This design comes from an exercise in tuning for small area, a short achievable clock period and few clock cycles per item on the open sky130 flow, not from production work. At most, simulation tests tie the RTL to the original design; equivalence was not proved. Function not checked in run 2: the RTL went through the layout flow alone.

==> flow/design.v (outline; a module is shown in full before it is edited, if it fits) <==
// module booth_mul: 1207 lines
// module mul_fa: 6 lines
// module mul_ha: 6 lines
// module invsqrt: 88 lines
module invsqrt (clk, rst, start, float_in, float_out, ready);
  // ...
==> flow/flow/run.sh <==
#!/bin/bash
# The standard layout, with the port buffers made of plain buffers
# (sky130_fd_sc_hd__buf_2) instead of the default delay-cell buffers.
set -euo pipefail
export BUFFER_PORTS_ARGS="-buffer_cell sky130_fd_sc_hd__buf_2"
bash standard.sh > standard_flow.log 2>&1
==> flow/standard.sh <==
#!/bin/bash
# synth_recipe.tcl (not shown) runs the flow's synth.tcl, then flattens the netlist and writes it again
# the make line also repeats each setting of config.mk as NAME=value (left out here)
make -C /OpenROAD-flow-scripts/flow DESIGN_CONFIG=/design/flow/config.mk WORK_HOME=/design/flow/orfs CLKGATE_MAP_FILE= SYNTH_SCRIPT=/design/flow/synth_recipe.tcl "${@:-finish}"
==> flow/config.mk <==
export PLATFORM = sky130hd
export DESIGN_NAME = invsqrt
export DESIGN_NICKNAME = invsqrt
export VERILOG_FILES = /design/flow/design.v
export SDC_FILE = /design/flow/constraint.sdc
export NUM_CORES = 4
export LEC_CHECK = 0
export ABC_AREA = 1
export CAP_MARGIN = 20
export CORE_MARGIN = 2
export CORE_UTILIZATION = 62
export SETUP_SLACK_MARGIN = 2.5
export SLEW_MARGIN = 20
export SYNTH_HIERARCHICAL = 1
export SYNTH_MINIMUM_KEEP_SIZE = 0
export TNS_END_PERCENT = 0
==> flow/constraint.sdc <==
create_clock -name core_clock -period 11.0 [get_ports {clk}]
set_input_delay 2.2000 -clock core_clock [delete_from_list [all_inputs] [get_ports {clk}]]
set_output_delay 2.2000 -clock core_clock [all_outputs]
set_load 0.01 [all_outputs]
==> impl_metrics.toml, run 1 <==
[run_status]
outcome = "finished clean"

[global_routing]
grt_overflow = 0
grt_util_met3 = 0.174
grt_first_pass_wirelength_um = 108000
grtUsageMet1 = 0.605

[floorplanning]
nWellTaps = 390
ios = 68

[sta]
max_freq_ghz = 0.115

[worst_setup_path]
path_cells = "buf_2, o21ai_1, clkinvlp_4, o22ai_1, xor2_1, fa_1, fa_1, fa_1, fa_1, fa_1, ha_1, ha_1, nand2_1, inv_1, nand2_1, nand2_1, nand2_1, nand2_4, a21oi_4, nand2_8, inv_2, fa_1, inv_1"
path_class = "in -> reg"
end_kind = "flop"
r2r_slack_ps = 2410
crit_family = "adder cells"

[finish]
multi_input_area_um2 = 17500
final_common_cell = "nand2_1"
fillCellCount = 2338
reg_top3 = "R (26), K (2), state (2)"
fin_cells = 2988

[synth]
synth.cell_area_um2 = 18900

[placed_design]
gp_congestion = 0.986
portBuffers = 66
dp.final_hpwl_um = 52800

[job]
maxCapViolations = 0

[drt]
wl_met1_um = 26700
routed_wl_um = 73700

[cts]
clockBufferDepth = 2

[worst_hold_path]
hold_depth = 2
Testbench counts, summed over its fixed seeds: cycles 12,800, items 3,200.
==> run 2, diff against run 1 <==
--- a/flow/design.v
+++ b/flow/design.v
@@ -1199,24 +1199,76 @@
 wire G6_44 = G4_44 | (P4_44 & G5_31);
 wire P6_44 = P4_44 & P5_31;
 wire G6_45 = G4_45 | (P4_45 & G5_31);
 wire P6_45 = P4_45 & P5_31;
 wire G6_46 = G4_46 | (P4_46 & G5_31);
 wire P6_46 = P4_46 & P5_31;
 wire G6_47 = G4_47 | (P4_47 & G5_31);
 wire P6_47 = P4_47 & P5_31;
-assign p = p0 ^ {G6_46, G6_45, G6_44, G6_43, G6_42, G6_41, G6_40, G6_39, G6_38, G6_37, G6_36, G6_35, G6_34, G6_33, G6_32, G5_31, G5_30, G5_29, G5_28, G5_27, G5_26, G5_25, G5_24, G5_23, G5_22, G5_21, G5_20, G5_19, G5_18, G5_17, G5_16, G4_15, G4_14, G4_13, G4_12, G4_11, G4_10, G4_9, G4_8, G3_7, G3_6, G3_5, G3_4, G2_3, G2_2, G1_1, g0[0], 1'b0};
+mul_xor ux0 (.a(p0[0]), .b(1'b0), .y(p[0]));
+mul_xor ux1 (.a(p0[1]), .b(g0[0]), .y(p[1]));
+mul_xor ux2 (.a(p0[2]), .b(G1_1), .y(p[2]));
+mul_xor ux3 (.a(p0[3]), .b(G2_2), .y(p[3]));
+mul_xor ux4 (.a(p0[4]), .b(G2_3), .y(p[4]));
+mul_xor ux5 (.a(p0[5]), .b(G3_4), .y(p[5]));
+mul_xor ux6 (.a(p0[6]), .b(G3_5), .y(p[6]));
+mul_xor ux7 (.a(p0[7]), .b(G3_6), .y(p[7]));
+mul_xor ux8 (.a(p0[8]), .b(G3_7), .y(p[8]));
+mul_xor ux9 (.a(p0[9]), .b(G4_8), .y(p[9]));
+mul_xor ux10 (.a(p0[10]), .b(G4_9), .y(p[10]));
+mul_xor ux11 (.a(p0[11]), .b(G4_10), .y(p[11]));
+mul_xor ux12 (.a(p0[12]), .b(G4_11), .y(p[12]));
+mul_xor ux13 (.a(p0[13]), .b(G4_12), .y(p[13]));
+mul_xor ux14 (.a(p0[14]), .b(G4_13), .y(p[14]));
+mul_xor ux15 (.a(p0[15]), .b(G4_14), .y(p[15]));
+mul_xor ux16 (.a(p0[16]), .b(G4_15), .y(p[16]));
+mul_xor ux17 (.a(p0[17]), .b(G5_16), .y(p[17]));
+mul_xor ux18 (.a(p0[18]), .b(G5_17), .y(p[18]));
+mul_xor ux19 (.a(p0[19]), .b(G5_18), .y(p[19]));
+mul_xor ux20 (.a(p0[20]), .b(G5_19), .y(p[20]));
+mul_xor ux21 (.a(p0[21]), .b(G5_20), .y(p[21]));
+mul_xor ux22 (.a(p0[22]), .b(G5_21), .y(p[22]));
+mul_xor ux23 (.a(p0[23]), .b(G5_22), .y(p[23]));
+mul_xor ux24 (.a(p0[24]), .b(G5_23), .y(p[24]));
+mul_xor ux25 (.a(p0[25]), .b(G5_24), .y(p[25]));
+mul_xor ux26 (.a(p0[26]), .b(G5_25), .y(p[26]));
+mul_xor ux27 (.a(p0[27]), .b(G5_26), .y(p[27]));
+mul_xor ux28 (.a(p0[28]), .b(G5_27), .y(p[28]));
+mul_xor ux29 (.a(p0[29]), .b(G5_28), .y(p[29]));
+mul_xor ux30 (.a(p0[30]), .b(G5_29), .y(p[30]));
+mul_xor ux31 (.a(p0[31]), .b(G5_30), .y(p[31]));
+mul_xor ux32 (.a(p0[32]), .b(G5_31), .y(p[32]));
+mul_xor ux33 (.a(p0[33]), .b(G6_32), .y(p[33]));
+mul_xor ux34 (.a(p0[34]), .b(G6_33), .y(p[34]));
+mul_xor ux35 (.a(p0[35]), .b(G6_34), .y(p[35]));
+mul_xor ux36 (.a(p0[36]), .b(G6_35), .y(p[36]));
+mul_xor ux37 (.a(p0[37]), .b(G6_36), .y(p[37]));
+mul_xor ux38 (.a(p0[38]), .b(G6_37), .y(p[38]));
+mul_xor ux39 (.a(p0[39]), .b(G6_38), .y(p[39]));
+mul_xor ux40 (.a(p0[40]), .b(G6_39), .y(p[40]));
+mul_xor ux41 (.a(p0[41]), .b(G6_40), .y(p[41]));
+mul_xor ux42 (.a(p0[42]), .b(G6_41), .y(p[42]));
+mul_xor ux43 (.a(p0[43]), .b(G6_42), .y(p[43]));
+mul_xor ux44 (.a(p0[44]), .b(G6_43), .y(p[44]));
+mul_xor ux45 (.a(p0[45]), .b(G6_44), .y(p[45]));
+mul_xor ux46 (.a(p0[46]), .b(G6_45), .y(p[46]));
+mul_xor ux47 (.a(p0[47]), .b(G6_46), .y(p[47]));
 endmodule
 module mul_fa (a, b, c, s, co);
 input wire a, b, c;
 output wire s, co;
 assign s = a ^ b ^ c;
 assign co = (a & b) | (a & c) | (b & c);
 endmodule
+module mul_xor (a, b, y);
+input wire a, b;
+output wire y;
+assign y = a ^ b;
+endmodule
 module mul_ha (a, b, s, co);
 input wire a, b;
 output wire s, co;
 assign s = a ^ b;
 assign co = a & b;
 endmodule
 `timescale 1ns / 1ps
 module invsqrt (clk, rst, start, float_in, float_out, ready);
==> flow/config.mk (replaced) <==
export PLATFORM = sky130hd
export DESIGN_NAME = invsqrt
export DESIGN_NICKNAME = invsqrt
export VERILOG_FILES = /design/flow/design.v
export SDC_FILE = /design/flow/constraint.sdc
export NUM_CORES = 4
export LEC_CHECK = 0
export ABC_AREA = 1
export CAP_MARGIN = 20
export CORE_MARGIN = 2
export CORE_UTILIZATION = 62
export SETUP_SLACK_MARGIN = 2
export SLEW_MARGIN = 20
export SYNTH_HIERARCHICAL = 1
export SYNTH_MINIMUM_KEEP_SIZE = 0
export TNS_END_PERCENT = 0
==> run 2 against run 1 <==
  * Now fails the layout checks on capacitance limit, slew limit
  * Sequential share of layout area grew 0.21 points
  * Hold slack improved by 12 ps
  * Core utilization is 3.0 points lower
  * Cell count is 0.27% lower
  * Critical endpoint is now R[47]
  * Highest routed layer unchanged
  * Global-route usage decreased by 0.52 points
  * Critical path depth grew 4
  * Critical path type unchanged
  * Fmax is 5.4% lower
  * Die area fell by 1.4%
  * Wire length decreased by 3.6%
  * Area after synthesis down 1.4%
==> impl_metrics.toml, run 2 <==
[run_status]
outcome = "finished with violations"
check.faults = "capacitance limit, slew limit"

[sta]
worst_slew_pin_slew_ps = 1690
fin_crit_sh = 0.836
setup_viol = 0
hold_viol = 0
max_freq_ghz = 0.109
rsz0062_at_grt = "true"
fin_crit_ps = 9200
slew_headroom = -0.141
drv_slew = 4
setup_tns_ps = 0
finClkSkew_ps = 7.52

[floorplanning]
die_x_um = 177
dieHeight_um = 177
die_area_um2 = 31500
core_area_um2 = 29600
initial_utilization = 0.629
ios = 68
rows = 63

[drt]
wl_met3_um = 11100
wl_met2_um = 29700
wire_per_inst_um = 23.8
postRouteAntennaNets = 0
routed_wl_um = 71000
viasPerCell = 6.51
drc = 0
vias = 19400
first_iter_violations = 3034
dr.max_layer_used = "met5"
wl_met1_um = 26500
drtPass1Iterations = 8

[finish]
largest_reg_flops = 26
antenna_cells = 0
top_register = "R"
mostFrequentLayoutCells = "nand2_1, xor2_1, o22ai_1"
fin_util = 0.716
reg_top3 = "R (26), K (2), state (2)"
areaGrowthSynthToFinish_pct = 13.8
nNetsFinal = 2990
final_common_cell = "nand2_1"
drive_above_1_share = 0.181

[cts]
cts_root_buffer = "clkbuf_16"
cts.sinks = 33
clk_pin_slew_ps = 60
clockBufferDepth = 2
cts_tree = "built"
cts-htree-levels = 2
clk_latency_ps = 300
numCtsBuffers = 5
holdBufCountCts = 0

[worst_setup_path]
rr_endpoint = "R[47]"
rr_startpoint = "R[47]"
critPathArrivalTime_ps = 9250
end_kind = "flop"
worst-r2r-cell-count = 43
endpoint = "R[47]"
startpoint = "float_in[6]"
path_class = "in -> reg"
worstPathRequired_ps = 11050
cp-start-kind = "input port"
path_max_fanout = 24
r2r_slack_ps = 2070

[synth]
syn_area_per_cell_um2 = 7.48
synth.cell_area_um2 = 18600
ys_warn_count = 7
syn_inst = 2492

[worst_hold_path]
hold_depth = 2
min_path_type = "reg -> reg"

[placed_design]
portBuffers = 66
gp_congestion = 1.04
dp.final_hpwl_um = 51500

[job]
maxCapViolations = 1

[global_routing]
antenna_found_initial = 0
grt_overflow = 0
grt_usage = 0.448
grt_first_pass_wirelength_um = 107000
grt_pass1_vias = 18400
grt_max_degree = 29
==> run 2: cell types whose count changed in the layout (fill, tap and decap cells not counted), moves of 11 or more <==
cell     before  now
buf_4       171  143
fa_2         25   14
inv_1       195  243
nand2_1     478  531
nand2_2      48   32
nand2_4      27   16
nand3_1      92   73
nor2_1      107  126
o21ai_0      52   63
==> run 2: how the worst min path moves through the flow <==
stage	from	end	slack [ps]
after floorplan	state[1]	state[1]	470
after global placement	state[1]	state[1]	490
after detailed placement	state[1]	state[1]	520
after CTS	state[1]	state[1]	530
after global routing	state[1]	state[1]	570
final	state[1]	state[1]	530
==> run 2: cell type report <==
cell class	instances	area (µm²)
Multi-Input combinational cell	2033	16700
Fill cell	2456	8420
Timing Repair Buffer	230	1760
Inverter	277	1110
Sequential cell	33	971
Tap cell	390	488
Clock buffer	5	125
Timing Repair inverter	9	56.3
Clock inverter	3	12.5
==> run 2: metal layers <==
metal / global-route usage / up-vias
met5: 0 / -
met4: 0.168 / 2
met3: 0.150 / 324
met2: 0.654 / 1596
met1: 0.616 / 9146
li1: - / 8342
==> run 2: through the flow <==
stage	area [µm²]	instances	hold slack, ps	setup WS [ps]
finish	21200	2980	531	1800
global route	21200	2980	567	1640
CTS	20400	2931	532	2000
detailed placement	19500	2863	521	699
global placement	19500	2863	492	686
floorplan	18700	2506	470	2040
==> run 2: what timing repair did <==
action / CTS / global route
endpoints found under the hold margin: 0 / 0
cloned: 10 / 1
buffers inserted: 50 / 47
gates resized for setup: 90 / 100
pin swaps: 9 / 34
setup endpoints to repair: 26 / 24
==> run 2: worst max-delay path: stages <==
cell	delay (ps)
buf_2	120
ha_2	200
xor2_1	190
o21ai_0	790
inv_1	790
o22ai_1	340
xor2_1	220
fa_1	450
fa_1	410
fa_1	490
fa_1	580
fa_1	490
ha_1	310
ha_1	310
inv_1	100
nor2_1	50
nor2_1	140
nand2_1	70
nand2_1	70
nand2_2	140
a21oi_2	190
buf_6	190
nand2_8	100
nand2_1	90
nand2_1	70
nand2_1	70
nand2_1	50

-- port drivers added, routing unchanged --
The results above use ideal ports. As a check the final layouts listed here were re-extracted and re-timed, cells and wires unchanged.
Step 1, drivers: a clkbuf_16 drives clk and a buf_2 each remaining input, both assumed.
Step 2 moves the port delays by t, midway between the first and last clock arrival at a register: inputs arrive t later, outputs are due t later. That takes back most of the time a late clock gives input paths.
Three values: no drivers, after step 1, after step 2; two values: the first two.
run | t (ns) | setup slack, ns | cell pins on the clock port's net
run 1 | 0.332 | 2.301 / 2.314 / 1.983 | 1
run 2 | 0.333 | 1.801 / 1.802 / 1.469 | 1
For run 2, which loses most, drivers alone change the setup slack by +0.001 ns; drivers and shift together by -0.332 ns.
